Context: an optimization exercise on an open-source flow, tuned for small area and a short achievable clock period. The choices shown serve that exercise and are no tape-out recipe. For this run, only the layout was checked, not whether the RTL still works.

==> flow/design.v <==
`timescale 1ns/1ps
module mul_pipe_single #(
  parameter XLEN    = 32,
  parameter RD_BITS = 5,
  parameter TAG_W   = 4   
) (
  input  wire                 clk,
  input  wire                 rst,
  input  wire                 EX_mul,
  input  wire [XLEN-1:0]      EX_mul_a,
  input  wire [XLEN-1:0]      EX_mul_b,
  input  wire [RD_BITS-1:0]   EX_mul_rd,
  input  wire [TAG_W-1:0]     EX_mul_tag,     
  input  wire                 MEM_we,     
  input  wire                 MEM_jlx,    
  output wire                 mul_result_valid,
  output wire [XLEN-1:0]      mul_result,
  output wire [RD_BITS-1:0]   mul_rd,           
  output wire [TAG_W-1:0]     mul_result_tag,   
  output wire                 mul_busy,
  output wire [RD_BITS-1:0]   mul_busy_rd,
  output wire [TAG_W-1:0]     mul_busy_tag,    
  output wire                 mul_wb_conflict_stall,
  output wire                 mul_issue_stall
);
  reg v1, v2, v3, v4, v5;
  reg [XLEN-1:0] p1, p2, p3, p4, p5;
  reg [RD_BITS-1:0] rd1, rd2, rd3, rd4, rd5;
  reg [TAG_W-1:0]   t1,  t2,  t3,  t4,  t5;
  assign mul_busy    = v1 | v2 | v3 | v4 | v5;
  assign mul_busy_rd = rd5;         
  assign mul_busy_tag= t5;
  assign mul_result_valid = v5;
  assign mul_result       = p5;
  assign mul_rd           = rd5;
  assign mul_result_tag   = t5;
  assign mul_wb_conflict_stall = v5 && (MEM_we || MEM_jlx);
  assign mul_issue_stall = EX_mul && mul_busy;
  wire accept_new = EX_mul && !mul_busy;
  always @(posedge clk) begin
    if (rst) begin
      v1 <= 1'b0; v2 <= 1'b0; v3 <= 1'b0; v4 <= 1'b0; v5 <= 1'b0;
      p1 <= {XLEN{1'b0}}; p2 <= {XLEN{1'b0}};
      p3 <= {XLEN{1'b0}}; p4 <= {XLEN{1'b0}}; p5 <= {XLEN{1'b0}};
      rd1 <= {RD_BITS{1'b0}}; rd2 <= {RD_BITS{1'b0}}; rd3 <= {RD_BITS{1'b0}};
      rd4 <= {RD_BITS{1'b0}}; rd5 <= {RD_BITS{1'b0}};
      t1  <= {TAG_W{1'b0}}; t2  <= {TAG_W{1'b0}}; t3  <= {TAG_W{1'b0}};
      t4  <= {TAG_W{1'b0}}; t5  <= {TAG_W{1'b0}};
    end else begin
      v5 <= v4;  p5 <= p4;  rd5 <= rd4;  t5 <= t4;
      v4 <= v3;  p4 <= p3;  rd4 <= rd3;  t4 <= t3;
      v3 <= v2;  p3 <= p2;  rd3 <= rd2;  t3 <= t2;
      v2 <= v1;  p2 <= p1;  rd2 <= rd1;  t2 <= t1;
      if (accept_new) begin
        v1  <= 1'b1;
        p1  <= EX_mul_a * EX_mul_b;
        rd1 <= EX_mul_rd;
        t1  <= EX_mul_tag;
      end else begin
        v1  <= 1'b0;
        p1  <= {XLEN{1'b0}};
        rd1 <= {RD_BITS{1'b0}};
        t1  <= {TAG_W{1'b0}};
      end
    end
  end
endmodule
==> flow/run.sh <==
#!/bin/bash
# synth_recipe.tcl (not shown) runs the flow's synth.tcl, then flattens the netlist and writes it again
# the make line also repeats each setting of config.mk as NAME=value (left out here)
make -C /OpenROAD-flow-scripts/flow DESIGN_CONFIG=/design/flow/config.mk WORK_HOME=/design/flow/orfs CLKGATE_MAP_FILE= SYNTH_SCRIPT=/design/flow/synth_recipe.tcl finish
==> flow/config.mk <==
export PLATFORM = sky130hd
export DESIGN_NAME = mul_pipe_single
export DESIGN_NICKNAME = mul_pipe_single
export VERILOG_FILES = /design/flow/design.v
export SDC_FILE = /design/flow/constraint.sdc
export NUM_CORES = 4
export LEC_CHECK = 0
export CAP_MARGIN = 20
export CORE_MARGIN = 2
export CORE_UTILIZATION = 40
export SLEW_MARGIN = 20
==> flow/constraint.sdc <==
create_clock -name core_clock -period 10.0 [get_ports {clk}]
set_input_delay 2.0000 -clock core_clock [delete_from_list [all_inputs] [get_ports {clk}]]
set_output_delay 2.0000 -clock core_clock [all_outputs]
set_load 0.01 [all_outputs]
==> qor.txt <==
======================================================================================
All-layer global routing usage                                                   18.5%
Number of buffers between clock root and the deepest sink                            3
Post-Syn Nets                                                                     2755
Residual overflow from global routing                                                0
Clock latency on the worst-skew pair                                           0.47 ns
Warnings, synthesis                                                                  1
Net total in the final layout                                                     2843
Vias in the first global route                                                   15000
Type of the tightest min-delay check                                        reg -> reg
Worst path most repeated cell                                             sky130_fd_sc_hd__fa_1
M3 GR Usage                                                                      3.31%
Number of primary I/O pins                                                         132
Share of the synthesized area in the top cell type                               38.3%
Average wire per cell in the routed design                                     17.0 um
CTS H-Tree Depth                                                                     1
Count of unresolved DRC violations after routing                                     0
Post-CTS setup-driven buffer insertion count                                         0
Ordered cell list for the critical path                                   clkdlybuf4s50_1 > buf_4 > and2_1 > fa_1 > inv_1 > fa_1 > fa_1 > inv_1 > fa_1 > inv_1 > fa_1 > inv_1 > fa_1 > fa_1 > fa_1 > ha_1 > a21oi_1 > a21boi_0 > o21ai_0 > nor3_1 > a211o_1 > o21ai_1 > xnor2_1 > nor2_1
Mean Syn Cell Area                                                          9.94 sq um
Cts repair resizes                                                                   0
Most instantiated library cell after synthesis                            sky130_fd_sc_hd__fa_1
FMAX                                                                           109 MHz
Clock skew after layout                                                      0.0144 ns
Wire length of the first global-routing pass                                   81.5 mm
Proportion of synthesized flip-flops having asynchronous set or reset               0%
Critical Path RT                                                              10.36 ns
Largest net degree at the start of global routing                                   91
CTS root buffer                                                           sky130_fd_sc_hd__clkbuf_16
Vertical die dimension                                                          235 um
Number of different library cells in the post-synthesis netlist                     42
Final wirelength                                                               49.9 mm
Clk slew on worst S/H paths                                                    0.07 ns
Routed vias                                                                      13900
Crit Path Category                                                           in -> reg
Status                                                        timing/DRC/antenna clean
Slew Viols, Final                                                                    0
Number of detailed-routing iterations run before antenna repair                      5
Core box area                                                              52700 sq um
Number of storage elements in the synthesis netlist                                210
Post-CTS Hold Fix Bufs                                                               0
CTS buffer count                                                                    19
Weighted congestion at the end of routability-driven global placement            0.890
Die Area                                                                   55200 sq um
Count of buffers from port buffering                                               131
Chip width                                                                      235 um
Global routing met1 resource utilization                                         25.3%
Signed area change from the synthesized netlist to the final layout              12.6%
Largest cells by area after synthesis                                     sky130_fd_sc_hd__fa_1 38%, sky130_fd_sc_hd__dfxtp_1 20%, sky130_fd_sc_hd__and2_1 11%, sky130_fd_sc_hd__ha_1 7.2%, sky130_fd_sc_hd__inv_1 6.3%
Most frequent cells after synthesis                                       408 x sky130_fd_sc_hd__fa_1, 380 x sky130_fd_sc_hd__and2_1, 358 x sky130_fd_sc_hd__inv_1
Proportion of layout cells with a drive suffix above 1                           4.01%
Period utilization                                                               91.5%
Initial core utilization                                                         40.5%
Startpoint Class                                                            input port
Worst-margin pin slew                                                         0.991 ns
Clock Sink Count                                                                   210
Highest fanout seen on the critical path                                            14
Number of hold violations in the final report                                        0
Number of flops mapped to enable cells by yosys                                      0
Area of the multi-input gates                                              15300 sq um
RSZ-0062 raised after global routing                                             false
Longest individual stage delay on the worst path                               0.81 ns
Area leader, netlist                                                      sky130_fd_sc_hd__fa_1
Total setup violations reported at the end of the flow                               0
Min Tclk post-route                                                            9.15 ns
Violation count after the first detailed-routing iteration                         671
GRT met2 Usage                                                                   30.7%
TNS Setup                                                                         0 ns
Ratio of routed vias to standard cells                                            4.74
Std-Cell Rows                                                                       84
Max Cap Viol                                                                         0
Sequential cell area                                                        4200 sq um
Cell Area, Synth                                                           21300 sq um
WP data arrival                                                                9.51 ns
Antenna Nets Post-Route                                                              0
Cell count after synthesis                                                        2146
Final cell count without fillers                                                  2936
Fill cell count                                                                   4940
Hpwl dp                                                                        41.0 mm
CTS tree                                                                          done
Initial antenna violation count                                                      1
Fraction of the yosys area taken by sequential cells                             19.7%
Flip-flop cell with the highest count after synthesis                     sky130_fd_sc_hd__dfxtp_1
Rel. slew slack                                                                  33.7%
Kind of end point of the critical path                                       flip-flop
Global route hottest layer                                                        met2
Library cell contributing the largest single delay on the critical path   sky130_fd_sc_hd__clkdlybuf4s50_1
DP Cell Count                                                                     2901
======================================================================================
final cells by class:
| cell class | instances | area share [%] |
|---|---|---|
| clock inverter | 6 | 0.193 |
| antenna | 1 | 0.0104 |
| inverter | 358 | 5.60 |
| clock buffer | 28 | 2.37 |
| multi-input combinational | 1468 | 63.8 |
| sequential | 210 | 17.5 |
| tap | 688 | 3.59 |
| timing repair buffer | 177 | 6.89 |
sequential cells by signal (all words and copies together) (netlist names), 5 cells and up:
register	cells
rd5	5
rd2	5
rd4	5
p2	32
rd3	5
p4	32
p3	32
p1	32
p5	32
rd1	5
path summary, 6_finish.rpt:
check	slack [ns]	cells past startpoint	startpoint	to
setup reg to reg	8.18	5	v2	p1[0]
hold / removal	0.42	1	p1[21]	p2[21]
setup / recovery	0.85	24	EX_mul_b[8]	p1[29]
hold reg to reg	0.42	1	p1[21]	p2[21]
per-layer routing:
layer	part of all wire [%]	wire, um
met4	2.0	1020
met2	46	23200
met5	0	0
met3	7.2	3590
met1	44	22100
cell usage in the layout, fill, tap and decap left out, drive strengths merged, types with 4 or more instances in the layout:
cell and instances:
clkdlybuf4s50 130, a21oi 17, inv 361, fa 408, a211oi 6, nor2b 169, nor2 40, o21bai 4
o21a 5, a21o 10, buf 47, xnor2 60, clkbuf 28, nand4 4, nor3 9, ha 123
nand2 173, dfxtp 210, and2 380, xor2 23, o21ai 15
cell families (layout without fill, tap and decap cells):
logic type	Yosys count	in the layout	share of synthesized area [%]
XOR/XNOR	83	83	3.41
other	0	1	0
buffers and inverters	468	569	8.40
AO/OA/AOI/OAI	70	70	2.49
flip-flops	210	210	19.7
AND/OR/NAND/NOR	784	784	20.5
adder cells (fa/ha/maj)	531	531	45.5
per-stage QoR:
stage | cell area (sq um) | hold slack (ns) | util (%) | setup slack [ns]
after floorplan | 21300 | 0.414 | - | 1.75
after global placement | 23400 | 0.416 | 44.4 | 0.478
after detailed placement | 23400 | 0.420 | 44.4 | 0.372
after CTS | 24000 | 0.422 | 45.6 | 0.849
after global routing | 24000 | 0.439 | 45.6 | 0.432
final | 24000 | 0.421 | 45.6 | 0.846
critical path, delay by kind of cell:
family | cells | cell delay, ns
compound gates | 5 | 1.01
fa+ha+maj | 9 | 4.45
simple gates | 3 | 0.42
buf+inv | 6 | 1.46
xor+xnor | 1 | 0.14

==> static timing again, ports no longer ideal <==
In the flow no input, the clock included, has a driving cell. The finished layout below was timed again as built, in two steps. Step 1 assumes that a clkbuf_16 drives the clock port and a buf_2 every other input. Step 2 moves the port delays by t, midway between the first and last clock arrival at a register: inputs arrive t later, outputs are due t later. That takes back most of the time a late clock gives input paths. Slacks: no drivers / after step 1 / after step 2; pairs: no drivers / after step 1.
shift t [ns]: 0.506
setup WS [ns]: 0.846 / 0.860 / 0.353
hold WS [ns]: 0.421 / 0.421 / 0.421
clock arrival spread, ns: 0.019 / 0.019
After both steps this run still meets setup and hold. The setup slack of this run moves by +0.014 ns with the drivers and by -0.493 ns with both steps.
